Background: an optimization exercise with open tools, aiming at small area and a short achievable clock period. Do not read the settings as production practice. RTL that was checked went through simulation tests only; none was proved equivalent to the original.

Setup of nickel:
==> flow/design.v (excerpt) <==
module bubble_sort (
    input  logic         clk,
    input  logic         rst_n,
    input  logic         in_vld,
    input  logic [255:0] data_in,
    output logic         out_vld,
    output logic [255:0] data_o
);
    logic [2:0] vld_q;
    always_ff @(posedge clk or negedge rst_n)
        if (!rst_n) vld_q <= '0;
        else vld_q <= {vld_q[1:0], in_vld};
    assign out_vld = vld_q[2];
    logic s_1_0_13;
    sort_cmp u_c_1_0_13 (.x(data_in[15:0]), .y(data_in[223:208]), .lt(s_1_0_13));
    logic s_1_1_12;
    sort_cmp u_c_1_1_12 (.x(data_in[31:16]), .y(data_in[207:192]), .lt(s_1_1_12));
    logic s_1_2_15;
    sort_cmp u_c_1_2_15 (.x(data_in[47:32]), .y(data_in[255:240]), .lt(s_1_2_15));
    logic s_1_3_14;
    sort_cmp u_c_1_3_14 (.x(data_in[63:48]), .y(data_in[239:224]), .lt(s_1_3_14));
    logic s_1_4_8;
    sort_cmp u_c_1_4_8 (.x(data_in[79:64]), .y(data_in[143:128]), .lt(s_1_4_8));
    logic s_1_5_6;
    sort_cmp u_c_1_5_6 (.x(data_in[95:80]), .y(data_in[111:96]), .lt(s_1_5_6));
    logic s_1_7_11;
    sort_cmp u_c_1_7_11 (.x(data_in[127:112]), .y(data_in[191:176]), .lt(s_1_7_11));
    logic s_1_9_10;
    sort_cmp u_c_1_9_10 (.x(data_in[159:144]), .y(data_in[175:160]), .lt(s_1_9_10));
    logic [15:0] r0_0;
    logic [15:0] r0_1;
    logic [15:0] r0_2;
    logic [15:0] r0_3;
    logic [15:0] r0_4;
    logic [15:0] r0_5;
    logic [15:0] r0_6;
    logic [15:0] r0_7;
    logic [15:0] r0_8;
    logic [15:0] r0_9;
    logic [15:0] r0_10;
    logic [15:0] r0_11;
    logic [15:0] r0_12;
    logic [15:0] r0_13;
    logic [15:0] r0_14;
    logic [15:0] r0_15;
    logic s_1_0_13_q;
    logic s_1_1_12_q;
    logic s_1_2_15_q;
    logic s_1_3_14_q;
    logic s_1_4_8_q;
    logic s_1_5_6_q;
    logic s_1_7_11_q;
    logic s_1_9_10_q;
    always_ff @(posedge clk) begin
  ...
export LEC_CHECK = 0
export CAP_MARGIN = 20
export CORE_MARGIN = 2
export CORE_UTILIZATION = 50
export CTS_CLUSTER_DIAMETER = 80
export CTS_CLUSTER_SIZE = 30
export SLEW_MARGIN = 20
export SYNTH_HIERARCHICAL = 1
export SYNTH_MINIMUM_KEEP_SIZE = 0
create_clock -name core_clock -period 45.0 [get_ports {clk}]
standard.sh (not shown) runs the stock make flow with config.mk's settings and CLKGATE_MAP_FILE= SYNTH_SCRIPT=/design/flow/synth_recipe.tcl, a recipe that flattens the netlist after the stock synthesis.
==> flow/flow/run.sh <==
#!/bin/bash
# The standard layout (standard.sh: the standard synthesis and ORFS steps
# unchanged), except that the buffer ORFS puts on every input and output port
# is a sky130_fd_sc_hd__buf_1 instead of the cell buffer_ports picks by default.
set -euo pipefail
bash standard.sh "BUFFER_PORTS_ARGS=-buffer_cell sky130_fd_sc_hd__buf_1" finish > standard.log 2>&1
[inputs] juniper vs nickel
- a deleted CTS_CLUSTER_SIZE that had been 30
- a deleted CTS_CLUSTER_DIAMETER that had been 80
Findings:
Every run (juniper and nickel) finished clean. Fraction of area in registers: juniper and nickel compared, higher one is nickel. Setup slack in juniper is smaller than in nickel. Share of post-route cells with drive strength above 1 | juniper above nickel. Fill cell instance count of the final layout, juniper and nickel, higher one = nickel. Between nickel and juniper, the flow reports detailed-route wire length increasing slightly. The standard cells in juniper occupy more silicon area than those in nickel do. The relative slew slack number comes out lower for juniper vs nickel.
## Diff of input files: willow against juniper
==> flow/run.sh (new file) <==
#!/bin/bash
# synth_recipe.tcl (not shown) runs the flow's synth.tcl, then flattens the netlist and writes it again
# the make line also repeats each setting of config.mk as NAME=value (left out here)
make -C /OpenROAD-flow-scripts/flow DESIGN_CONFIG=/design/flow/config.mk WORK_HOME=/design/flow/orfs CLKGATE_MAP_FILE= SYNTH_SCRIPT=/design/flow/synth_recipe.tcl finish
removed: flow/flow/run.sh
removed: flow/standard.sh
==> notes.md <==
The final layout from willow, which completed every stage, passed the timing, design-rule and antenna checks at the end of the flow.
Area after synthesis came out exactly the same in willow and juniper.
Timing startpoint of the critical path: r2_4[7] -> willow, r2_4[8] -> juniper
Summary: final worst setup slack, willow worse than juniper
willow against juniper; first-iteration DRC count is up by a little under 10%.
The run with more routed wire is juniper, not willow.
willow against juniper: via count flat; overall fraction of global-route tracks in use down 0.69 points; final critical-path share of the clock period up 0.81 points; summed area of non-filler cells in the final layout up 5.5%.

* * *

Setup of the reference run:
Another version of the RTL of bubble_sort (not shown whole).
Size in the first run: roughly 800 flip-flops, about 520 I/O pins.
## bubble_sort
module bubble_sort (
    input  logic         clk,
    input  logic         rst_n,
    input  logic         in_vld,
    input  logic [255:0] data_in,
    output logic         out_vld,
    output logic [255:0] data_o
);
export LEC_CHECK = 0
export CAP_MARGIN = 20
export CORE_MARGIN = 2
export CORE_UTILIZATION = 50
export SLEW_MARGIN = 20
export SYNTH_HIERARCHICAL = 1
export SYNTH_MINIMUM_KEEP_SIZE = 0
create_clock -name core_clock -period 45.0 [get_ports {clk}]
run.sh (not shown) runs the stock make flow with config.mk's settings and CLKGATE_MAP_FILE= SYNTH_SCRIPT=/design/flow/synth_recipe.tcl, a recipe that flattens the netlist after the stock synthesis.
Stock flow here: none of the scripts above is used.
The following lists how the trial run was set up differently from the reference run:
--- a/flow/config.mk
+++ b/flow/config.mk
@@ -8,5 +8,5 @@
 export CAP_MARGIN = 20
 export CORE_MARGIN = 2
-export CORE_UTILIZATION = 50
+export CORE_UTILIZATION = 40
 export SLEW_MARGIN = 20
 export SYNTH_HIERARCHICAL = 1
==> notes.md <==
Density: the trial run sparser than the reference run. Across both runs, share of final layout cell area taken by clock buffers and inverters was higher for the trial run than for the reference run. Diff the reference run -> the trial run | final weighted congestion in routability-driven placement | decrease of 4.1%. The die used by the trial run is larger than the one used by the reference run. Compare the reference run and the trial run | width of the die lower: the reference run.

* * *

run 1:
bubble_sort, a different RTL version from the one above (not shown whole).
For scale: roughly 780 flip-flops, ~520 I/O pins, roughly 49,000 µm² of cells after synthesis.
Design bubble_sort, start of the top module:
module bubble_sort (
    input  logic         clk,
    input  logic         rst_n,
    input  logic         in_vld,
    input  logic [255:0] data_in,
    output logic         out_vld,
    output logic [255:0] data_o
);
==> flow/config.mk <==
export PLATFORM = sky130hd
export DESIGN_NAME = bubble_sort
export DESIGN_NICKNAME = bubble_sort
export VERILOG_FILES = /design/flow/design.v
export SDC_FILE = /design/flow/constraint.sdc
export NUM_CORES = 4
export LEC_CHECK = 0
export CAP_MARGIN = 20
export CORE_MARGIN = 2
export CORE_UTILIZATION = 55
export CTS_CLUSTER_DIAMETER = 120
export CTS_CLUSTER_SIZE = 30
export SLEW_MARGIN = 20
export SYNTH_HIERARCHICAL = 1
export SYNTH_MINIMUM_KEEP_SIZE = 0
==> flow/constraint.sdc <==
create_clock -name core_clock -period 45.0 [get_ports {clk}]
set_input_delay 9.0000 -clock core_clock [delete_from_list [all_inputs] [get_ports {clk}]]
set_output_delay 9.0000 -clock core_clock [all_outputs]
set_load 0.01 [all_outputs]
standard.sh (not shown) runs the stock make flow with config.mk's settings and CLKGATE_MAP_FILE= SYNTH_SCRIPT=/design/flow/synth_recipe.tcl, a recipe that flattens the netlist after the stock synthesis.
==> flow/flow/run.sh <==
#!/bin/bash
# The standard layout (standard.sh: the standard synthesis and ORFS steps
# unchanged), except that the buffer ORFS puts on every input and output port
# is a sky130_fd_sc_hd__buf_1 instead of the cell buffer_ports picks by default.
set -euo pipefail
bash standard.sh "BUFFER_PORTS_ARGS=-buffer_cell sky130_fd_sc_hd__buf_1" finish > standard.log 2>&1
Run 1: flow completed, timing, DRC and antenna clean
### run 1 -> run 2
- CORE_UTILIZATION now 60, was 55
[summary]
- Smallest setup slack after layout (higher): run 1
- Going from run 1 to run 2, final standard cell count with taps included and fillers excluded shrank by 1.6%, fraction of area in registers neither gained nor lost much.
- Per the comparison of run 2 with run 1, number of vias per cell has increased, number of antenna violations at the first check in global routing dropped 2.
- In the reports for run 2 and run 1, the larger worst hold slack belongs to run 1.
- Between run 2 and run 1, the difference in portion of the layout cell area used by clock cells is negligible.
- Run 2 vs run 1 — post-detailed-routing wire length dropped by a few percent
#### Input delta (run 3 over run 2)
- CORE_UTILIZATION changed from 60 to 50
==> comparison <==
Final worst-path cycle share essentially unchanged between run 3 and run 2. In the flow results for run 3 and run 2, the number of non-clock buffers is smaller on run 2. Relative to run 2, the number of placement rows measured on run 3 has increased by a little under 10%. Reported for run 3 and run 2, synthesized-area fraction occupied by xor and xnor cells turned out identical to the last digit. Changes observed in run 3 relative to run 2: synthesis-to-layout area growth went up by 0.73 points; total stage count of the critical path about even; total placed cells including tap cells +about 3.2%. Going from run 2 to run 3, the cell count was found to have gone up by 231. Hold slack ends up higher on run 3. Run 3 ended up with met5 as its top metal layer carrying routed signals; run 2 ended up with met4. Compared with run 2, run 3 degrades final period demand of the worst path.

* * *

north:
bubble_sort, a different RTL version from the one above (not shown whole).
Size in the first run: roughly 7,000 cells after synthesis, ~0.060 mm² of cells after synthesis.
==> flow/design.v (excerpt) <==
module bubble_sort (
    input  logic         clk,
    input  logic         rst_n,
    input  logic         in_vld,
    input  logic [255:0] data_in,
    output logic         out_vld,
    output logic [255:0] data_o
);
clock: 45.0 ns
lec_check: 0
abc_clock_period_in_ps: 8000
cap_margin: 20
core_margin: 2
core_utilization: 40
slew_margin: 20
run.sh (not shown) runs the stock make flow with config.mk's settings and CLKGATE_MAP_FILE= SYNTH_SCRIPT=/design/flow/synth_recipe.tcl, a recipe that flattens the netlist after the stock synthesis.
Stock flow here: none of the scripts above is used.
north ran to completion and came out clean on the timing, design-rule and antenna checks.
Modified inputs, south compared to north
--- a/flow/config.mk
+++ b/flow/config.mk
@@ -6,5 +6,4 @@
 export NUM_CORES = 4
 export LEC_CHECK = 0
-export ABC_CLOCK_PERIOD_IN_PS = 8000
 export CAP_MARGIN = 20
 export CORE_MARGIN = 2
- south -> north: setup slack of the critical path after layout flat
- Reported for south and north, net count of the mapped netlist turned out identical to the last digit.
- From north to south, post-CTS setup buffer count did not move at all.
No functional check of the RTL was part of any run of this note.

## port drivers added, routing unchanged
No port has a modelled driver above. Below, the same layouts with a new extraction and two added sets of constraints.
Step 1: set_driving_cell puts a clkbuf_16 on clk and a buf_2 on each other input, an assumption about the parent block.
Step 2 also shifts input and output timing later by t, the mid clock arrival at the registers, as if the neighbouring blocks saw the same clock.
Slacks: no drivers / after step 1 / after step 2; pairs: no drivers / after step 1.
run	shift t [ns]	slack for setup (ns)	hold WS [ns]	clock arrival spread, ns	slew at the worst register clock pin (ns)
nickel	0.716	34.812 / 34.733 / 34.842	0.330 / 0.330 / 0.330	0.035 / 0.035	0.11 / 0.11
juniper	0.750	34.787 / 34.708 / 34.890	0.324 / 0.324 / 0.324	0.048 / 0.048	0.07 / 0.07
willow	0.740	34.425 / 34.348 / 34.453	0.324 / 0.324 / 0.324	0.036 / 0.037	0.06 / 0.06
the reference run	0.744	34.419 / 34.340 / 34.295	0.324 / 0.324 / 0.324	0.034 / 0.033	0.07 / 0.07
the trial run	0.760	34.392 / 34.312 / 34.331	0.325 / 0.325 / 0.325	0.030 / 0.030	0.07 / 0.07
run 1	0.743	34.803 / 34.724 / 34.764	0.336 / 0.336 / 0.336	0.036 / 0.036	0.12 / 0.12
run 2	0.716	34.790 / 34.722 / 34.727	0.295 / 0.295 / 0.295	0.071 / 0.072	0.12 / 0.12
run 3	0.764	34.768 / 34.692 / 34.857	0.319 / 0.319 / 0.319	0.037 / 0.037	0.12 / 0.12
north	0.782	30.229 / 30.229 / 30.229	0.325 / 0.325 / 0.325	0.039 / 0.039	0.08 / 0.08
south	0.782	30.229 / 30.229 / 30.229	0.325 / 0.325 / 0.325	0.039 / 0.039	0.08 / 0.08
After both steps every run listed still meets setup and hold. The setup slack of the reference run, which loses most, moves by -0.079 ns with the drivers and by -0.124 ns with both steps.
